What follows belongs to an exercise in optimizing a design on an open flow for small area; a production flow would make more cautious choices. Only simulation tests tie the RTL to the original design; equivalence was not proved. The clock port is modelled as an ideal driver, which makes a skipped or thinned clock tree look cheaper than it is; a real chip needs a root buffer or a tree. Power is estimated from default activity; no workload was simulated.

==> inputs of 12-09 <==
Design robot, start of the top module:
module robot(
input fpgaclk,rst,en,
input [2:0] echo,
output [2:0] trigger,led,
output wire [3:0] sig_out_R,sig_out_L
);
localparam [15:0] T_RESET = 16'h2512;    
localparam [15:0] T_JUMP  = 16'hb604;    
localparam [16:0] K_RESET = 17'h11a22;   
localparam [16:0] K_TICK  = 17'h0300e;   
localparam [15:0] TP = 16'haaaa;
localparam [15:0] TZ = T_RESET ^ TP;     
wire nrst = ~rst;
reg  [15:0] ts;
wire [15:1] tsd;
wire [15:0] t = ts ^ TP;
reg trig;
wire t_jump = (t == T_JUMP);
shift_next #(.N(16), .Z(TZ)) u_t (.rst(rst), .nrst(nrst), .s(ts), .d(tsd));
always @(posedge fpgaclk)
    ts <= {tsd, rst ? TZ[0] : t[15] ^ t[2] ^ t_jump};
always @(posedge fpgaclk or posedge rst)
    if (rst) trig <= 1'b0;
    else     trig <= t_jump | (trig & ~(t[2] & t[6]));
assign trigger = {3{trig}};
localparam [14:0] EINV = 15'b010101010101010;
reg  [14:0] s0, s1, s2;
wire [14:0] d0, d1, d2;
wire [14:0] e0 = s0 ^ EINV, e1 = s1 ^ EINV, e2 = s2 ^ EINV;
wire eclr = trig | rst;
echo_count_next u_e0 (.s(s0), .echo(echo[0]), .clr(eclr), .d(d0));
echo_count_next u_e1 (.s(s1), .echo(echo[1]), .clr(eclr), .d(d1));
echo_count_next u_e2 (.s(s2), .echo(echo[2]), .clr(eclr), .d(d2));
always @(posedge fpgaclk) begin
    s0 <= d0;
    s1 <= d1;
    s2 <= d2;
end
wire [2:0] obs = {e2 < 15'd550, e1 < 15'd550, e0 < 15'd550};
assign led = ~obs & {3{~rst}};
reg dirR, dirL;
always @(posedge fpgaclk) begin
    dirR <= ~obs[1] & (~obs[2] | obs[0]);
    dirL <= ~obs[1] & (~obs[0] | obs[2]);
end
localparam [16:0] KP = 17'h0aaaa;
localparam [16:0] KZ = K_RESET ^ KP;     
reg  [16:0] ks;
wire [16:1] ksd;
wire [16:0] k = ks ^ KP;
wire tick = (k == K_TICK);
  ...
==> module shift_next, before the edit <==
module shift_next #(
    parameter N = 16,
    parameter [N-1:0] Z = {N{1'b0}}
) (
    input          rst,
    input          nrst,
    input  [N-1:0] s,
    output [N-1:1] d
);
    genvar i;
    generate for (i = 1; i < N; i = i + 1) begin : g_st
        if (Z[i]) begin : g_one
            g_nand2 u (.A(nrst), .B(s[i-1]), .Y(d[i]));    
        end else begin : g_zero
            g_nor2  u (.A(rst), .B(s[i-1]), .Y(d[i]));     
        end
    end endgenerate
endmodule
==> module robot, before the edit <==
module robot(
input fpgaclk,rst,en,
input [2:0] echo,
output [2:0] trigger,led,
output wire [3:0] sig_out_R,sig_out_L
);
localparam [15:0] T_RESET = 16'h2512;    
localparam [15:0] T_JUMP  = 16'hb604;    
localparam [16:0] K_RESET = 17'h11a22;   
localparam [16:0] K_TICK  = 17'h0300e;   
localparam [15:0] TP = 16'haaaa;
localparam [15:0] TZ = T_RESET ^ TP;     
wire nrst = ~rst;
reg  [15:0] ts;
wire [15:1] tsd;
wire [15:0] t = ts ^ TP;
reg trig;
wire t_jump = (t == T_JUMP);
shift_next #(.N(16), .Z(TZ)) u_t (.rst(rst), .nrst(nrst), .s(ts), .d(tsd));
always @(posedge fpgaclk)
    ts <= {tsd, rst ? TZ[0] : t[15] ^ t[2] ^ t_jump};
always @(posedge fpgaclk or posedge rst)
    if (rst) trig <= 1'b0;
    else     trig <= t_jump | (trig & ~(t[2] & t[6]));
assign trigger = {3{trig}};
localparam [14:0] EINV = 15'b010101010101010;
reg  [14:0] s0, s1, s2;
wire [14:0] d0, d1, d2;
wire [14:0] e0 = s0 ^ EINV, e1 = s1 ^ EINV, e2 = s2 ^ EINV;
wire eclr = trig | rst;
echo_count_next u_e0 (.s(s0), .echo(echo[0]), .clr(eclr), .d(d0));
echo_count_next u_e1 (.s(s1), .echo(echo[1]), .clr(eclr), .d(d1));
echo_count_next u_e2 (.s(s2), .echo(echo[2]), .clr(eclr), .d(d2));
always @(posedge fpgaclk) begin
    s0 <= d0;
    s1 <= d1;
    s2 <= d2;
end
wire [2:0] obs = {e2 < 15'd550, e1 < 15'd550, e0 < 15'd550};
assign led = ~obs & {3{~rst}};
reg dirR, dirL;
always @(posedge fpgaclk) begin
    dirR <= ~obs[1] & (~obs[2] | obs[0]);
    dirL <= ~obs[1] & (~obs[0] | obs[2]);
end
localparam [16:0] KP = 17'h0aaaa;
localparam [16:0] KZ = K_RESET ^ KP;     
reg  [16:0] ks;
wire [16:1] ksd;
wire [16:0] k = ks ^ KP;
wire tick = (k == K_TICK);
shift_next #(.N(17), .Z(KZ)) u_k (.rst(rst), .nrst(nrst), .s(ks), .d(ksd));
always @(posedge fpgaclk)
    ks <= {ksd, rst ? KZ[0] : ~(k[16] ^ k[5]) ^ tick};
reg on, on_p;                 
reg dR, dL;
reg [1:0] phR_p, phL_p;
wire [1:0] phR = on_p ? {phR_p[1] ^ phR_p[0] ^ ~dR, ~phR_p[0]} : 2'b00;
wire [1:0] phL = on_p ? {phL_p[1] ^ phL_p[0] ^ ~dL, ~phL_p[0]} : 2'b00;
always @(posedge fpgaclk or posedge rst)
    if (rst) begin
        on <= 1'b0; on_p <= 1'b0;
    end else if (tick) begin
        on <= en; on_p <= on;
    end
always @(posedge fpgaclk)
    if (tick) begin
        dR <= dirR; phR_p <= phR;
        dL <= dirL; phL_p <= phL;
    end
assign sig_out_R = {on_p &  phR_p[1] &  phR_p[0], on_p &  phR_p[1] & ~phR_p[0],
                    on_p & ~phR_p[1] &  phR_p[0], on_p & ~phR_p[1] & ~phR_p[0]};
assign sig_out_L = {on_p &  phL_p[1] &  phL_p[0], on_p &  phL_p[1] & ~phL_p[0],
                    on_p & ~phL_p[1] &  phL_p[0], on_p & ~phL_p[1] & ~phL_p[0]};
endmodule
Settings: LEC_CHECK=0, CAP_MARGIN=20, CORE_MARGIN=2, CORE_UTILIZATION=80, GPL_TIMING_DRIVEN=0, SLEW_MARGIN=20, MY_ABC_SCRIPT=/design/flow/flow/area.abc, MY_CELL_MAP=g_nand2 sky130_fd_sc_hd__nand2_1 g_nor2 sky130_fd_sc_hd__nor2_1 g_o21ai sky130_fd_sc_hd__o21ai_0 g_a211o sky130_fd_sc_hd__a211o_1, BUFFER_PORTS_ARGS=-buffer_cell sky130_fd_sc_hd__buf_1, CTS_ARGS=-sink_clustering_enable -repair_clock_nets -dont_use_dummy_load, POST_CTS_TCL=/design/flow/flow/merge_clk.tcl, PRE_GLOBAL_PLACE_TCL=/design/flow/flow/pre_place.tcl, CLK_GROUPS=4, CLK_LEAF_CELL=sky130_fd_sc_hd__buf_8; clock period 10.0 ns.
standard.sh (not shown) runs the stock make flow with config.mk's settings and CLKGATE_MAP_FILE= SYNTH_SCRIPT=/design/flow/synth_recipe.tcl, a recipe that flattens the netlist after the stock synthesis.
==> flow/flow/run.sh <==
#!/bin/bash
# Layout with the standard flow (standard.sh) and these changes:
# - synthesis is the standard flow's (synth_recipe.tcl, via my_synth.tcl) except that
#   * the gate modules g_* of rtl/counter.v (the echo counters' next-state
#     logic) become the sky130 cells of the same function and pin names, so
#     that netlist is kept as written;
#   * its ABC step maps with the area-oriented script flow/area.abc, and the
#     adder step is off (ADDER_MAP_FILE empty);
#   registers are mapped exactly as in the standard synthesis, and get the
#   instance names it gives them (standard synthesis run first, into
#   orfs_std, log std_synth.log);
# - port buffers use the smallest buffer (buf_1);
# - CTS inserts no dummy loads, and after CTS flow/merge_clk.tcl replaces the
#   clock tree with 4 buf_8 leaf buffers fed from the clock port.
# The make output goes to standard_flow.log; each ORFS step keeps its own log
# under orfs/logs.
set -euo pipefail
W=$PWD
# The standard synthesis, unchanged, for the register names (see below).
bash standard.sh WORK_HOME="$W/orfs_std" synth > std_synth.log 2>&1
STD_NETLIST=$W/orfs_std/results/$FLOW_PLATFORM/robot/base/1_2_yosys.v
test -s "$STD_NETLIST"
# synth_core.tcl: ORFS's synth.tcl with the cell mapping of the g_* modules
# added after the design is read, and the ABC script replaced
python3 - "$FLOW_HOME/scripts/synth.tcl" synth_core.tcl <<'EOP'
import sys
s = open(sys.argv[1]).read()
top = "hierarchy -check -top $::env(DESIGN_NAME)\n"
assert s.count(top) == 1
s = s.replace(top, top + """foreach {m c} $::env(MY_CELL_MAP) { chtype -map $m $c }
hierarchy -check -top $::env(DESIGN_NAME)
""")
abc = "log_cmd abc {*}$abc_args"
assert s.count(abc) == 1
s = s.replace(abc, "log_cmd abc {*}[lreplace $abc_args 1 1 $::env(MY_ABC_SCRIPT)]")
open(sys.argv[2], "w").write(s)
EOP
# my_synth.tcl: synth_recipe.tcl sourcing synth_core.tcl instead of synth.tcl,
# and afterwards giving the registers the standard synthesis's instance names
# (flow/fix_names.py checks that they are the same registers and cell types).
sed "s|source \$::env(SCRIPTS_DIR)/synth.tcl|source $W/synth_core.tcl|" synth_recipe.tcl > my_synth.tcl
grep -q "synth_core.tcl" my_synth.tcl
echo "exec python3 $W/flow/fix_names.py $STD_NETLIST \$::env(RESULTS_DIR)/1_2_yosys.v >@ stdout" >> my_synth.tcl
cat >> config.mk <<EOC
export ADDER_MAP_FILE =
export MY_ABC_SCRIPT = $W/flow/area.abc
export MY_CELL_MAP = g_nand2 sky130_fd_sc_hd__nand2_1 g_nor2 sky130_fd_sc_hd__nor2_1 g_o21ai sky130_fd_sc_hd__o21ai_0 g_a211o sky130_fd_sc_hd__a211o_1
export BUFFER_PORTS_ARGS = -buffer_cell sky130_fd_sc_hd__buf_1
export CTS_ARGS = -sink_clustering_enable -repair_clock_nets -dont_use_dummy_load
export POST_CTS_TCL = $W/flow/merge_clk.tcl
export PRE_GLOBAL_PLACE_TCL = $W/flow/pre_place.tcl
export CLK_GROUPS = 4
export CLK_LEAF_CELL = sky130_fd_sc_hd__buf_8
EOC
bash standard.sh SYNTH_SCRIPT="$W/my_synth.tcl" finish > standard_flow.log 2>&1
==> flow/flow/area.abc <==
strash
dch -f
amap
strash
dch -f
amap
strash
dch -f
amap
==> flow/flow/fix_names.py <==
"""Give the registers of our synthesis netlist the instance names the
standard synthesis gave them.

Yosys names a register after its RTL signal plus a suffix for the internal
cell type it had when registers were renamed (e.g. \\on$_DFFE_PP0P_); the
suffix can differ between the two syntheses (e.g. the enable polarity), since
the logic around the register is optimised differently. The registers are the
same, signal by signal and cell type by cell type; this checks that and
renames ours. Usage: fix_names.py STANDARD_NETLIST OUR_NETLIST (rewritten).
"""
import re
import sys

FF = re.compile(r'^(\s*)(sky130_fd_sc_hd__(?:df|edf|sdf)\w*)(\s+)(\\\S+|\S+)(\s+\()', re.M)


def regs(text):
    return [(m.group(2), m.group(4)) for m in FF.finditer(text)]


def base(name):
    return name.split('$')[0]


std_text = open(sys.argv[1]).read()
our_text = open(sys.argv[2]).read()
std = {}
for cell, name in regs(std_text):
    assert base(name) not in std, name
    std[base(name)] = (cell, name)
ours = regs(our_text)
assert len(ours) == len(std), (len(ours), len(std))
assert len({base(n) for _, n in ours}) == len(ours)
for cell, name in ours:
    scell, sname = std[base(name)]
    assert scell.rsplit('_', 1)[0] == cell.rsplit('_', 1)[0], (cell, name, scell, sname)


def sub(m):
    new = std[base(m.group(4))][1]
    if new != m.group(4):
        print(f"fix_names: {m.group(4)} -> {new}")
    return m.group(1) + m.group(2) + m.group(3) + new + m.group(5)


open(sys.argv[2], 'w').write(FF.sub(sub, our_text))
Other scripts of this flow, unchanged in this note and not shown: flow/flow/merge_clk.tcl, flow/flow/pre_place.tcl
==> inputs of 11-10, as changes to 12-09 <==
--- a/flow/design.v
+++ b/flow/design.v
@@ -34,23 +34,4 @@
 endmodule
 `timescale 1ns / 1ps
-module shift_next #(
-    parameter N = 16,
-    parameter [N-1:0] Z = {N{1'b0}}
-) (
-    input          rst,
-    input          nrst,
-    input  [N-1:0] s,
-    output [N-1:1] d
-);
-    genvar i;
-    generate for (i = 1; i < N; i = i + 1) begin : g_st
-        if (Z[i]) begin : g_one
-            g_nand2 u (.A(nrst), .B(s[i-1]), .Y(d[i]));    
-        end else begin : g_zero
-            g_nor2  u (.A(rst), .B(s[i-1]), .Y(d[i]));     
-        end
-    end endgenerate
-endmodule
-`timescale 1ns / 1ps
 module robot(
 input fpgaclk,rst,en,
@@ -63,15 +44,10 @@
 localparam [16:0] K_RESET = 17'h11a22;   
 localparam [16:0] K_TICK  = 17'h0300e;   
-localparam [15:0] TP = 16'haaaa;
-localparam [15:0] TZ = T_RESET ^ TP;     
-wire nrst = ~rst;
-reg  [15:0] ts;
-wire [15:1] tsd;
-wire [15:0] t = ts ^ TP;
+reg [15:0] t;
 reg trig;
 wire t_jump = (t == T_JUMP);
-shift_next #(.N(16), .Z(TZ)) u_t (.rst(rst), .nrst(nrst), .s(ts), .d(tsd));
-always @(posedge fpgaclk)
-    ts <= {tsd, rst ? TZ[0] : t[15] ^ t[2] ^ t_jump};
+always @(posedge fpgaclk or posedge rst)
+    if (rst) t <= T_RESET;
+    else     t <= {t[14:0], t[15] ^ t[2] ^ t_jump};
 always @(posedge fpgaclk or posedge rst)
     if (rst) trig <= 1'b0;
@@ -98,13 +74,9 @@
     dirL <= ~obs[1] & (~obs[0] | obs[2]);
 end
-localparam [16:0] KP = 17'h0aaaa;
-localparam [16:0] KZ = K_RESET ^ KP;     
-reg  [16:0] ks;
-wire [16:1] ksd;
-wire [16:0] k = ks ^ KP;
+reg [16:0] k;
 wire tick = (k == K_TICK);
-shift_next #(.N(17), .Z(KZ)) u_k (.rst(rst), .nrst(nrst), .s(ks), .d(ksd));
-always @(posedge fpgaclk)
-    ks <= {ksd, rst ? KZ[0] : ~(k[16] ^ k[5]) ^ tick};
+always @(posedge fpgaclk or posedge rst)
+    if (rst) k <= K_RESET;
+    else     k <= {k[15:0], ~(k[16] ^ k[5]) ^ tick};
 reg on, on_p;                 
 reg dR, dL;
--- a/flow/flow/run.sh
+++ b/flow/flow/run.sh
@@ -7,7 +7,5 @@
 #   * its ABC step maps with the area-oriented script flow/area.abc, and the
 #     adder step is off (ADDER_MAP_FILE empty);
-#   registers are mapped exactly as in the standard synthesis, and get the
-#   instance names it gives them (standard synthesis run first, into
-#   orfs_std, log std_synth.log);
+#   registers are mapped exactly as in the standard synthesis;
 # - port buffers use the smallest buffer (buf_1);
 # - CTS inserts no dummy loads, and after CTS flow/merge_clk.tcl replaces the
@@ -17,8 +15,4 @@
 set -euo pipefail
 W=$PWD
-# The standard synthesis, unchanged, for the register names (see below).
-bash standard.sh WORK_HOME="$W/orfs_std" synth > std_synth.log 2>&1
-STD_NETLIST=$W/orfs_std/results/$FLOW_PLATFORM/robot/base/1_2_yosys.v
-test -s "$STD_NETLIST"
 # synth_core.tcl: ORFS's synth.tcl with the cell mapping of the g_* modules
 # added after the design is read, and the ABC script replaced
@@ -36,10 +30,7 @@
 open(sys.argv[2], "w").write(s)
 EOP
-# my_synth.tcl: synth_recipe.tcl sourcing synth_core.tcl instead of synth.tcl,
-# and afterwards giving the registers the standard synthesis's instance names
-# (flow/fix_names.py checks that they are the same registers and cell types).
+# my_synth.tcl: synth_recipe.tcl sourcing synth_core.tcl instead of synth.tcl
 sed "s|source \$::env(SCRIPTS_DIR)/synth.tcl|source $W/synth_core.tcl|" synth_recipe.tcl > my_synth.tcl
 grep -q "synth_core.tcl" my_synth.tcl
-echo "exec python3 $W/flow/fix_names.py $STD_NETLIST \$::env(RESULTS_DIR)/1_2_yosys.v >@ stdout" >> my_synth.tcl
 cat >> config.mk <<EOC
 export ADDER_MAP_FILE =
removed: flow/flow/fix_names.py
==> inputs of 10-26, as changes to 12-09 <==
==> flow/flow/area.abc (replaced) <==
strash
dch -f
amap
strash
dch -f
amap
strash
dch -f
amap
strash
dch -f
amap
==> results.py <==
metrics = {
    "status": {
        "status": "timing/DRC/antenna clean",
    },
    "floorplanning": {
        "die_h_um": 65.12,
    },
    "synth": {
        "netlist_area_um2": 2988,
    },
    "cells_and_area": {
        "multi_input_area_share_pct": 33.61,
        "top_register": "ks",
    },
}
# the run above: 12-09

==> results.py <==
metrics = {
    "floorplanning": {
        "die_h_um": 65.12,
        "ios": 20,
    },
    "synth": {
        "netlist_area_um2": 2988,
    },
    "timing": {
        "fin_hold_ws_ns": 0.4118,
    },
    "route": {
        "via_count": 2318,
    },
    "cells_and_area": {
        "multi_input_area_share_pct": 33.45,
        "largest_reg_flops": 17,
        "top_register": "ks",
    },
    "status": {
        "status": "timing/DRC/antenna clean",
    },
}
# the run above: 10-26

==> results.py <==
metrics = {
    "status": {
        "status": "timing/DRC/antenna clean",
    },
    "cells_and_area": {
        "multi_input_area_share_pct": 28.77,
        "fillCellCount": 157,
        "top_register": "k",
    },
    "setup_path": {
        "required_ns": 8.00,
    },
    "timing": {
        "finClkSkew_ns": 0.01196,
    },
    "power": {
        "pwr-share-seq_pct": 72.5,
    },
    "synth": {
        "yosys.area.top_type": "dfxtp_1",
    },
}
# the run above: 11-10

In every run of this note, the design's own scripts or RTL, not TritonCTS, make the clock network.

## port drivers added, routing unchanged
The flow's constraints put no driver on any port. The routed layouts listed below were extracted and timed again, unchanged, in two steps. Step 1 (the two cells are an assumption about what drives the block):
set clk [get_ports {fpgaclk}]
set_driving_cell -lib_cell sky130_fd_sc_hd__clkbuf_16 $clk
set_driving_cell -lib_cell sky130_fd_sc_hd__buf_2 [delete_from_list [all_inputs] $clk]
Step 2 times the ports against the registers' clock, not the clock port: input delays grow and output delays shrink by t, the midpoint of the rising clock arrivals with the driver on. Slacks: ideal / step 1 / step 2; pairs: ideal / step 1.
run	t (ns)	setup WS [ns]	latest minus earliest clock arrival (ns)	slew at the worst register clock pin (ns)
12-09	0.200	4.964 / 4.937 / 4.937	0.009 / 0.009	0.11 / 0.11
11-10	0.204	5.392 / 5.366 / 5.253	0.012 / 0.012	0.12 / 0.12
10-26	0.204	4.972 / 4.944 / 4.944	0.006 / 0.006	0.11 / 0.11
After both steps every run listed still meets setup and hold. The setup slack of 11-10, which loses most, moves by -0.026 ns with the drivers and by -0.139 ns with both steps.
